What follows belongs to an exercise in optimizing a design on an open flow for small area and a short achievable clock period; a production flow would make more cautious choices. In this exercise RTL edits were held to simulation tests only and were not proved equivalent to the original.

Setup of north:
## singlecycle
module singlecycle (
    input  logic        i_clk,
    input  logic        i_reset,
    input  logic [31:0] i_io_sw,
    output logic [31:0] o_io_lcd,
    output logic [31:0] o_io_ledg,
    output logic [31:0] o_io_ledr,
    output logic [6:0]  o_io_hex0,
    output logic [6:0]  o_io_hex1,
    output logic [6:0]  o_io_hex2,
    output logic [6:0]  o_io_hex3,
    output logic [6:0]  o_io_hex4,
    output logic [6:0]  o_io_hex5,
    output logic [6:0]  o_io_hex6,
    output logic [6:0]  o_io_hex7,
    output logic [31:0] o_pc_debug,
    output logic [31:0] o_imem_addr,
    input  logic [31:0] i_imem_data,
    output logic [12:0] o_dmem_addr,
    output logic [31:0] o_dmem_wdata,
    output logic [3:0]  o_dmem_be,
    output logic        o_dmem_we,
    input  logic [31:0] i_dmem_rdata
);
    logic [31:0] ins;
    logic [4:0]  opc;
    logic [2:0]  f3;
    logic        b30;
    assign ins = i_imem_data;
  ...
Size: roughly 360 I/O pins, roughly 0.059 mm2 of cells after synthesis.
==> flow/config.mk <==
export PLATFORM = sky130hd
export DESIGN_NAME = singlecycle
export DESIGN_NICKNAME = singlecycle
export VERILOG_FILES = /design/flow/design.v
export SDC_FILE = /design/flow/constraint.sdc
export NUM_CORES = 4
export LEC_CHECK = 0
export CAP_MARGIN = 20
export CORE_MARGIN = 2
export CORE_UTILIZATION = 60
export SETUP_SLACK_MARGIN = 0.5
export SLEW_MARGIN = 20
export SYNTH_HIERARCHICAL = 1
==> flow/constraint.sdc <==
create_clock -name core_clock -period 30.0 [get_ports {i_clk}]
set_input_delay 6.0000 -clock core_clock [delete_from_list [all_inputs] [get_ports {i_clk}]]
set_output_delay 6.0000 -clock core_clock [all_outputs]
set_load 0.01 [all_outputs]
standard.sh (not shown) runs the stock make flow with config.mk's settings and CLKGATE_MAP_FILE= SYNTH_SCRIPT=/design/flow/synth_recipe.tcl, a recipe that flattens the netlist after the stock synthesis.
==> flow/flow/run.sh <==
#!/bin/bash
# The standard ORFS layout (standard.sh), with these changes:
#  - ports are buffered with plain buffers instead of delay cells;
#  - the clock tree uses clkbuf_8 leaf clusters and no dummy loads;
#  - timing repair aims below the period (SETUP_SLACK_MARGIN in settings.sh).
# Every tool's output stays in orfs/logs; make's output goes to flow_make.log.
set -u
source flow/settings.sh
bash standard.sh \
  BUFFER_PORTS_ARGS="-buffer_cell $PORT_BUF" \
  CTS_ARGS="-sink_clustering_enable -repair_clock_nets -dont_use_dummy_load -sink_clustering_size $CTS_SIZE -sink_clustering_max_diameter $CTS_DIAM -buf_list $CTS_BUF" \
  SETUP_SLACK_MARGIN="$SETUP_MARGIN" \
  finish > flow_make.log 2>&1
==> flow/flow/settings.sh <==
PORT_BUF=sky130_fd_sc_hd__buf_2
CTS_SIZE=16
CTS_DIAM=60
CTS_BUF=sky130_fd_sc_hd__clkbuf_8
SETUP_MARGIN=14
Relative to north, the following input files were edited for south:
diff --git a/flow/design.v b/flow/design.v
--- a/flow/design.v
+++ b/flow/design.v
@@ -44,27 +44,25 @@
         logic         c0, c1;
         add_rip #(.N(W)) u0 (.a(a[k*W +: W]), .b(b[k*W +: W]), .ci(1'b0), .s(s0), .co(c0));
         add_rip #(.N(W)) u1 (.a(a[k*W +: W]), .b(b[k*W +: W]), .ci(1'b1), .s(s1), .co(c1));
         assign s[k*W +: W] = c[k] ? s1 : s0;
         assign c[k+1]      = c[k] ? c1 : c0;
     end
     assign co = c[NB];
 endmodule
 module add_mem (
-    input  logic [31:0] a_n,    
+    input  logic [31:0] a,
     input  logic [11:0] b,
     output logic [31:0] y,
     output logic        ram
 );
-    logic [31:0] a;
     logic [14:0] bl;
     logic [15:0] lo;
-    assign a = ~a_n;
     logic        s, c15, up;
     logic [31:15] d, ab, flip;
     assign s  = b[11];
     assign bl = {{3{s}}, b};
     assign lo = {1'b0, a[14:0]} + {1'b0, bl};
     assign c15 = lo[15];
     assign y[14:0] = lo[14:0];
     assign up = c15 ^ s;
     assign d  = s ? ~a[31:15] : a[31:15];
@@ -170,33 +168,18 @@
     for (genvar g = 0; g < 10; g++) begin : g_aoi
         cell_aoi222 u (.a1(d[3*g+1]), .a2(s[3*g+1]), .b1(d[3*g+2]), .b2(s[3*g+2]),
                        .c1(d[3*g+3]), .c2(s[3*g+3]), .y(t[g]));
     end
     logic x;
     assign t[10] = ~(d[31] & s[31]);
     assign x     = EXTRA ? ~(d0 & s0) : 1'b1;
     assign y = ~(&t[3:0]) | ~(&t[7:4]) | ~(&t[10:8] & x);
 endmodule
-module rf_rdbit2 (
-    input  logic [31:1] d,
-    input  logic [31:1] s,
-    output logic        y,
-    output logic        yn
-);
-    logic [10:0] t;
-    for (genvar g = 0; g < 10; g++) begin : g_aoi
-        cell_aoi222 u (.a1(d[3*g+1]), .a2(s[3*g+1]), .b1(d[3*g+2]), .b2(s[3*g+2]),
-                       .c1(d[3*g+3]), .c2(s[3*g+3]), .y(t[g]));
-    end
-    assign t[10] = ~(d[31] & s[31]);
-    assign yn = &t;
-    assign y  = ~yn;
-endmodule
 module singlecycle (
     input  logic        i_clk,
     input  logic        i_reset,
     input  logic [31:0] i_io_sw,
     output logic [31:0] o_io_lcd,
     output logic [31:0] o_io_ledg,
     output logic [31:0] o_io_ledr,
     output logic [6:0]  o_io_hex0,
     output logic [6:0]  o_io_hex1,
@@ -237,51 +220,51 @@
     logic [31:0] imm_i, imm_s, imm_b, imm_j, imm_u;
     assign imm_i = {{20{ins[31]}}, ins[31:20]};
     assign imm_s = {{20{ins[31]}}, ins[31:25], ins[11:7]};
     assign imm_b = {{20{ins[31]}}, ins[7], ins[30:25], ins[11:8], 1'b0};
     assign imm_j = {{12{ins[31]}}, ins[19:12], ins[20], ins[30:21], 1'b0};
     assign imm_u = {ins[31:12], 12'b0};
     logic [31:1][31:0] rf;
     logic [31:1]       rf_v;
     logic [31:1]       sel1, sel2, wsel;
-    logic [31:0]       rs1, rs1_n, rs2, wb;
+    logic [31:0]       rs1, rs2, wb;
     logic              rd_we;
     assign rd_we = ~i_reset & (is_alu | is_lui | is_auipc | is_jal | is_jalr | is_load);
     logic [31:0][31:1] rf_t;    
     always_comb begin
         for (int i = 1; i < 32; i++) begin
             sel1[i] = (ins[19:15] == i[4:0]) & rf_v[i];
             sel2[i] = (ins[24:20] == i[4:0]) & rf_v[i] & ~is_opimm & ~i_reset;
             wsel[i] = (ins[11:7]  == i[4:0]) & rd_we;
             for (int b = 0; b < 32; b++) rf_t[b][i] = rf[i][b];
         end
     end
     for (genvar b = 0; b < 32; b++) begin : g_rd
-        rf_rdbit2 u_rs1 (.d(rf_t[b]), .s(sel1), .y(rs1[b]), .yn(rs1_n[b]));
+        rf_rdbit #(.EXTRA(1'b0)) u_rs1 (.d(rf_t[b]), .s(sel1), .d0(1'b0), .s0(1'b0), .y(rs1[b]));
         rf_rdbit #(.EXTRA(1'b1)) u_rs2 (.d(rf_t[b]), .s(sel2), .d0(imm_i[b]), .s0(is_opimm & ~i_reset), .y(rs2[b]));
     end
     always_ff @(posedge i_clk) begin
         for (int i = 1; i < 32; i++)
             if (wsel[i]) rf[i] <= wb;
     end
     always_ff @(posedge i_clk) begin
         if (i_reset) rf_v <= '0;
         else         rf_v <= rf_v | wsel;
     end
     logic [31:0] pc, pc4, tgt, maddr, opb, addsub;
     logic [32:0] diff;
     logic        sub;
     add_inc4 u_pc4 (.a(pc), .y(pc4));
     logic tgt_co, sub_co;
     add_csel #(.NB(2), .W(16)) u_tgt (.a(pc), .b(is_jal ? imm_j : is_auipc ? imm_u : imm_b), .ci(1'b0),
                                       .s(tgt), .co(tgt_co));
     logic is_ram, ram_we;
-    add_mem  u_mem (.a_n(rs1_n), .b((~ins[6] & ins[5]) ? imm_s[11:0] : imm_i[11:0]), .y(maddr), .ram(ram_we));
+    add_mem  u_mem (.a(rs1), .b((~ins[6] & ins[5]) ? imm_s[11:0] : imm_i[11:0]), .y(maddr), .ram(ram_we));
     assign is_ram = (maddr[31:15] == 17'd0);
     assign opb = rs2;    
     assign sub = is_br | (f3 == 3'b010) | (f3 == 3'b011) | (is_op & b30);
     add_csel #(.NB(4), .W(8)) u_sub (.a(rs1), .b(opb ^ {32{sub}}), .ci(sub), .s(diff[31:0]), .co(diff[32]));
     assign addsub = diff[31:0];
     logic [31:0] lx, la;
     assign lx = rs1 ^ opb;
     assign la = rs1 & opb;
     logic ltu, lts, eq, brc;
### Flow results
Lower post-layout minimum cycle time goes to south over north. south against north: met3 capacity usage during global routing -10 points, post-layout instance count excluding filler cells -72, detailed-routing wirelength on met1 -4.5%, number of buffers added for setup after CTS -44%. Looking at final area across both flows, south is the stronger of the two, with north trailing. In south, the count of buffering cells on the critical path with inverters included came out 3 below the value in north.

port drivers added, routing unchanged:
In the flow no input, the clock included, has a driving cell. The finished layouts below were timed again as built, in two steps. Step 1 (the two cells are an assumption about what drives the block):
set clk [get_ports {i_clk}]
set_driving_cell -lib_cell sky130_fd_sc_hd__clkbuf_16 $clk
set_driving_cell -lib_cell sky130_fd_sc_hd__buf_2 [delete_from_list [all_inputs] $clk]
Step 2 adds t to the input delays and takes it off the output delays; t is the mean of the earliest and latest rising clock arrival at the registers after step 1. Input paths then give back, and output paths get back, about the clock's delay inside the block. a / b / c = no drivers / after step 1 / after step 2; a / b = the first two.
run	shift t [ns]	setup WS [ns]	hold slack, ns	worst slew at a driven data input, ns
north	0.871	13.325 / 13.124 / 13.124	0.405 / 0.405 / 0.405	0.32
south	0.881	13.571 / 13.361 / 13.299	0.416 / 0.416 / 0.416	0.24
After both steps every run listed still meets setup and hold. The setup slack of south, which loses most, moves by -0.210 ns with the drivers and by -0.272 ns with both steps.
